Context: an optimization exercise on an open-source flow, tuned for small area, a short achievable clock period and few clock cycles per item. The choices shown serve that exercise and are no tape-out recipe.
Function was checked by simulation only, so behaviour that the tests miss may differ from the original.
The flow treats the clock pin as an ideal source. Dropping or thinning the clock tree relies on that and would not hold on a real chip.
Power figures rest on the tool's default switching activity, not on a simulated workload.

## maple
==> flow/design.v (excerpt) <==
module timing_example #(
    parameter int INPUT_WIDTH   = 32,
    parameter int OUTPUT_WIDTH  = 8,
    parameter int COUNTER_WIDTH = 64,
    parameter int NUM_PIPELINES = 16
) (
    input  logic                                  clk,
    input  logic                                  rst,
    input  logic [               INPUT_WIDTH-1:0] data_in,
    input  logic                                  data_in_valid,
    input  logic [NUM_PIPELINES*OUTPUT_WIDTH-1:0] pipe_in,
    output logic                                  ready,
    output logic [              OUTPUT_WIDTH-1:0] data_out,
    output logic                                  data_out_valid,
    output logic [             COUNTER_WIDTH-1:0] count
);
Size: roughly 240 I/O pins, about 8000 um^2 of cells after synthesis.
Settings: LEC_CHECK=0, CAP_MARGIN=20, CORE_MARGIN=2, CORE_UTILIZATION=75, SLEW_MARGIN=20, SYNTH_HIERARCHICAL=1, SYNTH_MINIMUM_KEEP_SIZE=0; clock period 8.0 ns.
standard.sh (not shown) runs the stock make flow with config.mk's settings and CLKGATE_MAP_FILE= SYNTH_SCRIPT=/design/flow/synth_recipe.tcl, a recipe that flattens the netlist after the stock synthesis.
==> flow/flow/run.sh <==
#!/bin/bash
# Standard synthesis, then the standard layout with two changes: ports are
# buffered with buf_1, and clock tree synthesis adds no dummy loads.
set -euo pipefail
bash standard.sh synth > synth.log 2>&1
export BUFFER_PORTS_ARGS="-buffer_cell sky130_fd_sc_hd__buf_1"
export CTS_ARGS="-sink_clustering_enable -repair_clock_nets -dont_use_dummy_load -buf_list {sky130_fd_sc_hd__clkbuf_4 sky130_fd_sc_hd__clkbuf_8}"
bash standard.sh > layout.log 2>&1
Testbench counts of maple, summed over its fixed seeds: cycles 1,632, items 1,600.
Inputs modified between maple and amber:
Settings: changing CORE_UTILIZATION from 75 to 40.
--- a/flow/flow/run.sh
+++ b/flow/flow/run.sh
@@ -5,4 +5,4 @@
 bash standard.sh synth > synth.log 2>&1
 export BUFFER_PORTS_ARGS="-buffer_cell sky130_fd_sc_hd__buf_1"
-export CTS_ARGS="-sink_clustering_enable -repair_clock_nets -dont_use_dummy_load -buf_list {sky130_fd_sc_hd__clkbuf_4 sky130_fd_sc_hd__clkbuf_8}"
+export CTS_ARGS="-repair_clock_nets -dont_use_dummy_load -buf_list {sky130_fd_sc_hd__clkbuf_4 sky130_fd_sc_hd__clkbuf_8}"
 bash standard.sh > layout.log 2>&1
Notes after the runs:
From maple to amber the numbers moved as follows: worst hold slack across all endpoints ~0 delta; cell area +about 1.8%; antenna violation net count after detailed routing ~0 delta.
amber ends up with a layout buffering overhead excluding clock cells that is 0.16 points lower than in maple.
Taking maple as the reference, in amber number of diodes added for antenna fixing picked up an extra 1, routed wire length lost 1.9 mm.
Relative to amber, the following input files were edited for juniper:
==> flow/flow/run.sh <==
#!/bin/bash
# Standard synthesis, then the standard layout with these changes: input ports
# are buffered with buf_1 and output ports with a buf_4, and clock tree
# synthesis adds no dummy loads.
set -euo pipefail
bash standard.sh synth > synth.log 2>&1
export BUFFER_PORTS_ARGS="-buffer_cell sky130_fd_sc_hd__buf_1"
export OUT_BUF=buf_4
export PRE_RESIZE_TCL=$PWD/flow/outbuf.tcl
export CTS_ARGS="-sink_clustering_enable -repair_clock_nets -dont_use_dummy_load -buf_list {sky130_fd_sc_hd__clkbuf_4 sky130_fd_sc_hd__clkbuf_8}"
bash standard.sh > layout.log 2>&1
==> flow/flow/outbuf.tcl (new file) <==
# Give the buffers that drive output ports a stronger cell than the buf_1
# used for the input ports.
set n 0
foreach port [get_ports -filter "direction == output"] {
  foreach pin [get_pins -of_objects [get_nets -of_objects $port] -filter "direction == output"] {
    set inst [get_cells -of_objects $pin]
    if {[get_property [get_lib_cells -of_objects $inst] name] eq "sky130_fd_sc_hd__buf_1"} {
      replace_cell $inst sky130_fd_sc_hd__$::env(OUT_BUF)
      incr n
    }
  }
}
puts "outbuf.tcl: $n output buffers set to $::env(OUT_BUF)"
Notes after the runs:
Run status, juniper: aborted in 3_4_place_resized, error STA-0100
amber -> juniper: number of cell rows flat
Comparing amber against juniper, there is no change at all in effective utilization at floorplan.
~same area after synthesis in amber and juniper
Post-synth net total came out exactly the same in amber and juniper.
Instance count of the mapped netlist: amber vs juniper identical
Diff juniper..amber | y dimension of the die | unchanged
### juniper -> pepper
==> flow/flow/run.sh <==
#!/bin/bash
# Standard synthesis, then the standard layout with these changes: ports are
# buffered with buf_1, clock tree synthesis adds no dummy loads, and the timing
# repair after global routing aims at a tighter setup margin than the 8 ns clock
# asks for, fixing only the worst paths by resizing and pin swaps.
set -euo pipefail
bash standard.sh synth > synth.log 2>&1
export BUFFER_PORTS_ARGS="-buffer_cell sky130_fd_sc_hd__buf_1"
export CTS_ARGS="-sink_clustering_enable -repair_clock_nets -dont_use_dummy_load -buf_list {sky130_fd_sc_hd__clkbuf_4 sky130_fd_sc_hd__clkbuf_8}"
bash standard.sh cts > layout_to_cts.log 2>&1
export SETUP_SLACK_MARGIN=5.53
export TNS_END_PERCENT=100
export SETUP_MOVE_SEQUENCE="sizeup,swap"
bash standard.sh > layout.log 2>&1
removed: flow/flow/outbuf.tcl
Results
juniper failed in 3_4_place_resized with STA-0100. pepper completed end to end with timing, DRC and antenna clean. Vertical die dimension: juniper vs pepper identical. Number of buffers inserted by port buffering: pepper vs juniper identical. Comparing juniper against pepper, there is no change at all in starting utilization of the core area. Re post-synthesis net count: no difference whatsoever between pepper and juniper. Reported for pepper and juniper, routability congestion estimate from global placement turned out identical to the last digit. From juniper to pepper the numbers moved as follows: gate count after technology mapping was more or less identical; average instance area after synthesis was more or less identical. The cell area after synthesis on pepper is in line with that on juniper. Re die width: no difference whatsoever between juniper and pepper.


== run 1 ==
Starting RTL as in the previous note.
clock: 8.0 ns
lec_check: 0
cap_margin: 20
core_margin: 2
core_utilization: 40
slew_margin: 20
synth_hierarchical: 1
synth_minimum_keep_size: 0
==> flow/flow/run.sh <==
#!/bin/bash
# Standard synthesis, then the standard layout with these changes: ports are
# buffered with buf_1, and after clock tree synthesis its tree is replaced by a
# balanced two-level tree of clkbuf_16 cells (flow/clktree.tcl).
set -euo pipefail
bash standard.sh synth > synth.log 2>&1
export BUFFER_PORTS_ARGS="-buffer_cell sky130_fd_sc_hd__buf_1"
export CTS_ARGS="-sink_clustering_enable -repair_clock_nets -dont_use_dummy_load -buf_list {sky130_fd_sc_hd__clkbuf_4 sky130_fd_sc_hd__clkbuf_8}"
export CLK_LEAVES=9
export CLK_LEAF_CELL=clkbuf_8
export POST_CTS_TCL=$PWD/flow/clktree.tcl
bash standard.sh > layout.log 2>&1
==> flow/flow/clktree.tcl <==
# Replace the clock tree that clock_tree_synthesis built with a two-level one:
# the clock port drives one root clkbuf_16, which drives CLK_LEAVES leaf buffers,
# each feeding the flip-flops of one region (regions of nearly equal size, cut
# across the longer side). Every flip-flop sees the same two buffers.
set nleaf [expr {[info exists ::env(CLK_LEAVES)] ? $::env(CLK_LEAVES) : 4}]
set block [ord::get_db_block]
set db [ord::get_db]
set master [$db findMaster sky130_fd_sc_hd__clkbuf_16]
set lmaster [$db findMaster sky130_fd_sc_hd__[expr {[info exists ::env(CLK_LEAF_CELL)] ? $::env(CLK_LEAF_CELL) : "clkbuf_16"}]]
set clk [$block findNet clk]

set flops {}
foreach inst [$block getInsts] {
  if {[[$inst getMaster] isSequential]} {
    set it [$inst findITerm CLK]
    lassign [$inst getLocation] x y
    lappend flops [list $inst $it $x $y]
  }
}
# the old tree: every buffer on the clock network
set old_insts {}
set old_nets {}
foreach net [$block getNets] {
  if {[$net getSigType] eq "CLOCK" && [$net getName] ne "clk"} { lappend old_nets $net }
}
foreach inst [$block getInsts] {
  set n [$inst getName]
  if {[string match clkbuf_* $n] || [string match clkload* $n]} { lappend old_insts $inst }
}
foreach f $flops { [lindex $f 1] disconnect }
foreach inst $old_insts { odb::dbInst_destroy $inst }
foreach net $old_nets { if {[$net getName] ne "clk"} { odb::dbNet_destroy $net } }

# split a group into n regions of nearly equal size, cutting across its longer side
proc split_n {items n} {
  if {$n <= 1} { return [list $items] }
  set xs [lmap f $items {lindex $f 2}]
  set ys [lmap f $items {lindex $f 3}]
  set dx [expr {[tcl::mathfunc::max {*}$xs] - [tcl::mathfunc::min {*}$xs]}]
  set dy [expr {[tcl::mathfunc::max {*}$ys] - [tcl::mathfunc::min {*}$ys]}]
  set idx [expr {$dx >= $dy ? 2 : 3}]
  set s [lsort -integer -index $idx $items]
  set n1 [expr {$n / 2}]
  set cut [expr {[llength $s] * $n1 / $n}]
  return [concat [split_n [lrange $s 0 [expr {$cut - 1}]] $n1] \
                 [split_n [lrange $s $cut end] [expr {$n - $n1}]]]
}
set groups [split_n $flops $nleaf]

proc centroid {items} {
  set sx 0; set sy 0
  foreach f $items { set sx [expr {$sx + [lindex $f 2]}]; set sy [expr {$sy + [lindex $f 3]}] }
  set n [llength $items]
  return [list [expr {int($sx / $n)}] [expr {int($sy / $n)}]]
}
lassign [centroid $flops] rx ry
set root [odb::dbInst_create $block $master clkroot]
$root setLocation $rx $ry
$root setPlacementStatus PLACED
[$root findITerm A] connect $clk
set rnet [odb::dbNet_create $block clknet_root]
$rnet setSigType CLOCK
[$root findITerm X] connect $rnet
set k 0
foreach g $groups {
  lassign [centroid $g] cx cy
  set leaf [odb::dbInst_create $block $lmaster clkleaf_$k]
  $leaf setLocation $cx $cy
  $leaf setPlacementStatus PLACED
  [$leaf findITerm A] connect $rnet
  set lnet [odb::dbNet_create $block clknet_leaf_$k]
  $lnet setSigType CLOCK
  [$leaf findITerm X] connect $lnet
  foreach f $g { [lindex $f 1] connect $lnet }
  incr k
}
puts "clktree.tcl: [llength $flops] flip-flops on $k leaves; removed [llength $old_insts] buffers"
detailed_placement
check_placement -verbose
estimate_parasitics -placement
report_clock_skew
report_checks -path_delay min -format end
Run 1 finished all stages; the layout is clean.
Testbench counts of run 1, summed over its fixed seeds: cycles 1,632, items 1,600.
The following lists how run 2 was set up differently from run 1:
-- flow/flow/run.sh --
<<< run 1, line 8
export CTS_ARGS="-sink_clustering_enable -repair_clock_nets -dont_use_dummy_load -buf_list {sky130_fd_sc_hd__clkbuf_4 sky130_fd_sc_hd__clkbuf_8}"
export CLK_LEAVES=9
export CLK_LEAF_CELL=clkbuf_8
>>> run 2, line 8
export CTS_ARGS="-sink_clustering_enable -repair_clock_nets -dont_use_dummy_load -buf_list {sky130_fd_sc_hd__clkbuf_4 sky130_fd_sc_hd__clkbuf_8}"
export CLK_LEAVES=12
export CLK_LEAF_CELL=clkbuf_8
==> comparison <==
Routed wire length, run 2 and run 1: higher on run 2
First-pass GRT wire length in run 2 vs run 1: up about 0.7%
The layout overhead on the synthesized area of run 2 exceeds that of run 1 by 0.52 points.
Maximum frequency essentially unchanged between run 1 and run 2.
Diff run 1..run 2 | overall die area | unchanged
Compare run 2 and run 1 | latest clock arrival within the worst-skew pair higher: run 2
Relative to run 1, the cell area measured on run 2 has increased slightly.
For run 3, these inputs were changed with respect to run 2:
-- flow/flow/run.sh --
<<< run 2, line 8
export CTS_ARGS="-sink_clustering_enable -repair_clock_nets -dont_use_dummy_load -buf_list {sky130_fd_sc_hd__clkbuf_4 sky130_fd_sc_hd__clkbuf_8}"
export CLK_LEAVES=12
export CLK_LEAF_CELL=clkbuf_8
export POST_CTS_TCL=$PWD/flow/clktree.tcl
>>> run 3, line 8
export CTS_ARGS="-sink_clustering_enable -repair_clock_nets -dont_use_dummy_load -buf_list {sky130_fd_sc_hd__clkbuf_4 sky130_fd_sc_hd__clkbuf_8}"
export CLK_LEAVES=10
export CLK_LEAF_CELL=clkbuf_8
export PRE_RESIZE_TCL=$PWD/flow/cntflop.tcl
export POST_CTS_TCL=$PWD/flow/clktree.tcl
==> flow/flow/cntflop.tcl (new file) <==
# Use the stronger drive (dfrtp_2) for the count register bits, which drive the
# count output ports.
set n 0
foreach inst [get_cells count*] {
  if {[get_property [get_lib_cells -of_objects $inst] name] eq "sky130_fd_sc_hd__dfrtp_1"} {
    replace_cell $inst sky130_fd_sc_hd__dfrtp_2
    incr n
  }
}
puts "cntflop.tcl: $n count flip-flops set to dfrtp_2"
Findings:
- As far as placer's final routability congestion estimate goes, run 3 and run 2 are indistinguishable; the numbers are identical.
- Of run 3 and run 2, the higher growth of design area from synthesis to finish belongs to run 3.
- | minimum setup slack after placement | run 3 vs run 2 | ≈ equal |
- A cell with the largest stage delay on the worst path of sky130_fd_sc_hd__dfrtp_2 is what run 3 shows, while sky130_fd_sc_hd__dfrtp_1 belongs to run 2.
- Met3 usage in global routing in run 3 vs run 2: up 0.25 points
diff inputs: run 3 => run 4
==> flow/flow/run.sh <==
#!/bin/bash
# Standard synthesis, then the standard layout with these changes: ports are
# buffered with buf_1 (buf_2 on the count outputs, flow/outbuf.tcl), and after clock tree synthesis its tree is replaced by a
# balanced two-level tree of clkbuf_16 cells (flow/clktree.tcl).
set -euo pipefail
bash standard.sh synth > synth.log 2>&1
export BUFFER_PORTS_ARGS="-buffer_cell sky130_fd_sc_hd__buf_1"
export CTS_ARGS="-sink_clustering_enable -repair_clock_nets -dont_use_dummy_load -buf_list {sky130_fd_sc_hd__clkbuf_4 sky130_fd_sc_hd__clkbuf_8}"
export CLK_LEAVES=10
export CLK_LEAF_CELL=clkbuf_8
export PRE_RESIZE_TCL=$PWD/flow/outbuf.tcl
export POST_CTS_TCL=$PWD/flow/clktree.tcl
bash standard.sh > layout.log 2>&1
==> flow/flow/outbuf.tcl (new file) <==
# Give the buffers that buffer_ports put on the count output ports a buf_2
# instead of the buf_1 used on the other ports.
set n 0
set block [ord::get_db_block]
foreach inst [$block getInsts] {
  if {![string match output* [$inst getName]]} { continue }
  if {[[$inst getMaster] getName] ne "sky130_fd_sc_hd__buf_1"} { continue }
  set net [[$inst findITerm X] getNet]
  if {[string match "count*" [$net getName]]} {
    replace_cell [get_cells [$inst getName]] sky130_fd_sc_hd__buf_2
    incr n
  }
}
puts "outbuf.tcl: $n count output buffers set to buf_2"
removed: flow/flow/cntflop.tcl
==> run summary <==
The relative contribution of sequential cells to total power was comparable across run 4 and run 3. Delta (run 4 minus run 3): leakage dissipation went up by about 9%; maximum frequency held; routed wire length per instance flat; post-layout minimum cycle time climbed 0.0065 ns.
Input changes introduced in run 5 (baseline for comparison: run 4):
==> flow/flow/run.sh <==
#!/bin/bash
# Standard synthesis, then the standard layout with these changes: ports are
# buffered with buf_1, and after clock tree synthesis its tree is replaced by a
# balanced two-level tree of clkbuf_16 cells (flow/clktree.tcl).
set -euo pipefail
bash standard.sh synth > synth.log 2>&1
export BUFFER_PORTS_ARGS="-buffer_cell sky130_fd_sc_hd__buf_1"
export CTS_ARGS="-sink_clustering_enable -repair_clock_nets -dont_use_dummy_load -buf_list {sky130_fd_sc_hd__clkbuf_4 sky130_fd_sc_hd__clkbuf_8}"
export CLK_LEAVES=8
export CLK_LEAF_CELL=clkbuf_16
export POST_CTS_TCL=$PWD/flow/clktree.tcl
bash standard.sh > layout.log 2>&1
-- flow/flow/clktree.tcl --
<<< run 4, line 2
# the clock port drives one root clkbuf_16, which drives CLK_LEAVES leaf buffers,
# each feeding the flip-flops of one region (regions of nearly equal size, cut
# across the longer side). Every flip-flop sees the same two buffers.
set nleaf [expr {[info exists ::env(CLK_LEAVES)] ? $::env(CLK_LEAVES) : 4}]
>>> run 5, line 2
# the clock port drives one root clkbuf_16, which drives CLK_LEAVES leaf buffers,
# each feeding the flip-flops of one region (split at the median x, then at the
# median y within each half). Every flip-flop sees the same two buffers.
set nleaf [expr {[info exists ::env(CLK_LEAVES)] ? $::env(CLK_LEAVES) : 4}]
<<< run 4, line 33

# split a group into n regions of nearly equal size, cutting across its longer side
proc split_n {items n} {
  if {$n <= 1} { return [list $items] }
  set xs [lmap f $items {lindex $f 2}]
  set ys [lmap f $items {lindex $f 3}]
  set dx [expr {[tcl::mathfunc::max {*}$xs] - [tcl::mathfunc::min {*}$xs]}]
  set dy [expr {[tcl::mathfunc::max {*}$ys] - [tcl::mathfunc::min {*}$ys]}]
  set idx [expr {$dx >= $dy ? 2 : 3}]
  set s [lsort -integer -index $idx $items]
  set n1 [expr {$n / 2}]
  set cut [expr {[llength $s] * $n1 / $n}]
  return [concat [split_n [lrange $s 0 [expr {$cut - 1}]] $n1] \
                 [split_n [lrange $s $cut end] [expr {$n - $n1}]]]
}
set groups [split_n $flops $nleaf]

>>> run 5, line 33

proc split_groups {items idx} {
  set s [lsort -integer -index $idx $items]
  set h [expr {[llength $s] / 2}]
  return [list [lrange $s 0 [expr {$h - 1}]] [lrange $s $h end]]
}
set groups [list $flops]
set axis 2
while {[llength $groups] < $nleaf} {
  set ng {}
  foreach g $groups { lappend ng {*}[split_groups $g $axis] }
  set groups $ng
  set axis [expr {$axis == 2 ? 3 : 2}]
}

removed: flow/flow/outbuf.tcl
Notes after the runs:
Total of fill cells in the finished design across run 4 and run 5: no real change.
Run 4 and run 5 ended up with nearly the same design area.
Run 5 gives less worst hold margin than run 4 did.
Looking at run 4 and run 5, the utilization after layout is a wash.
Looking at last element of the critical path, the count[4] result is from run 4; the count[29] one comes from run 5.
Taking run 4 as the reference, in run 5 sequential share of layout area barely changed, per-cell via count in the routed design went up about 0.6%.
No run of this note takes its clock network from TritonCTS; it comes from the design's own scripts or RTL.

## what the ideal ports hide
The flow's constraints put no driver on any port. The routed layouts listed below were extracted and timed again, unchanged, in two steps. Step 1 (the two cells are an assumption about what drives the block):
set clk [get_ports {clk}]
set_driving_cell -lib_cell sky130_fd_sc_hd__clkbuf_16 $clk
set_driving_cell -lib_cell sky130_fd_sc_hd__buf_2 [delete_from_list [all_inputs] $clk]
Step 2 times the ports against the registers' clock, not the clock port: input delays grow and output delays shrink by t, the midpoint of the rising clock arrivals with the driver on. Three values: no drivers, after step 1, after step 2; two values: the first two.
run | t, ns | setup slack, ns | worst data-port slew with drivers (ns)
maple | 0.479 | 5.280 / 5.242 / 5.080 | 0.08
amber | 0.471 | 5.364 / 5.324 / 5.104 | 0.06
pepper | 0.468 | 5.379 / 5.339 / 5.108 | 0.06
run 1 | 0.403 | 5.432 / 5.387 / 5.125 | 0.06
run 2 | 0.414 | 5.436 / 5.390 / 5.118 | 0.06
run 3 | 0.408 | 5.447 / 5.403 / 5.126 | 0.06
run 4 | 0.407 | 5.441 / 5.394 / 5.100 | 0.06
run 5 | 0.411 | 5.439 / 5.393 / 5.121 | 0.07
After both steps every run listed still meets setup and hold. For run 4, which loses most, drivers alone change the setup slack by -0.047 ns; drivers and shift together by -0.341 ns.
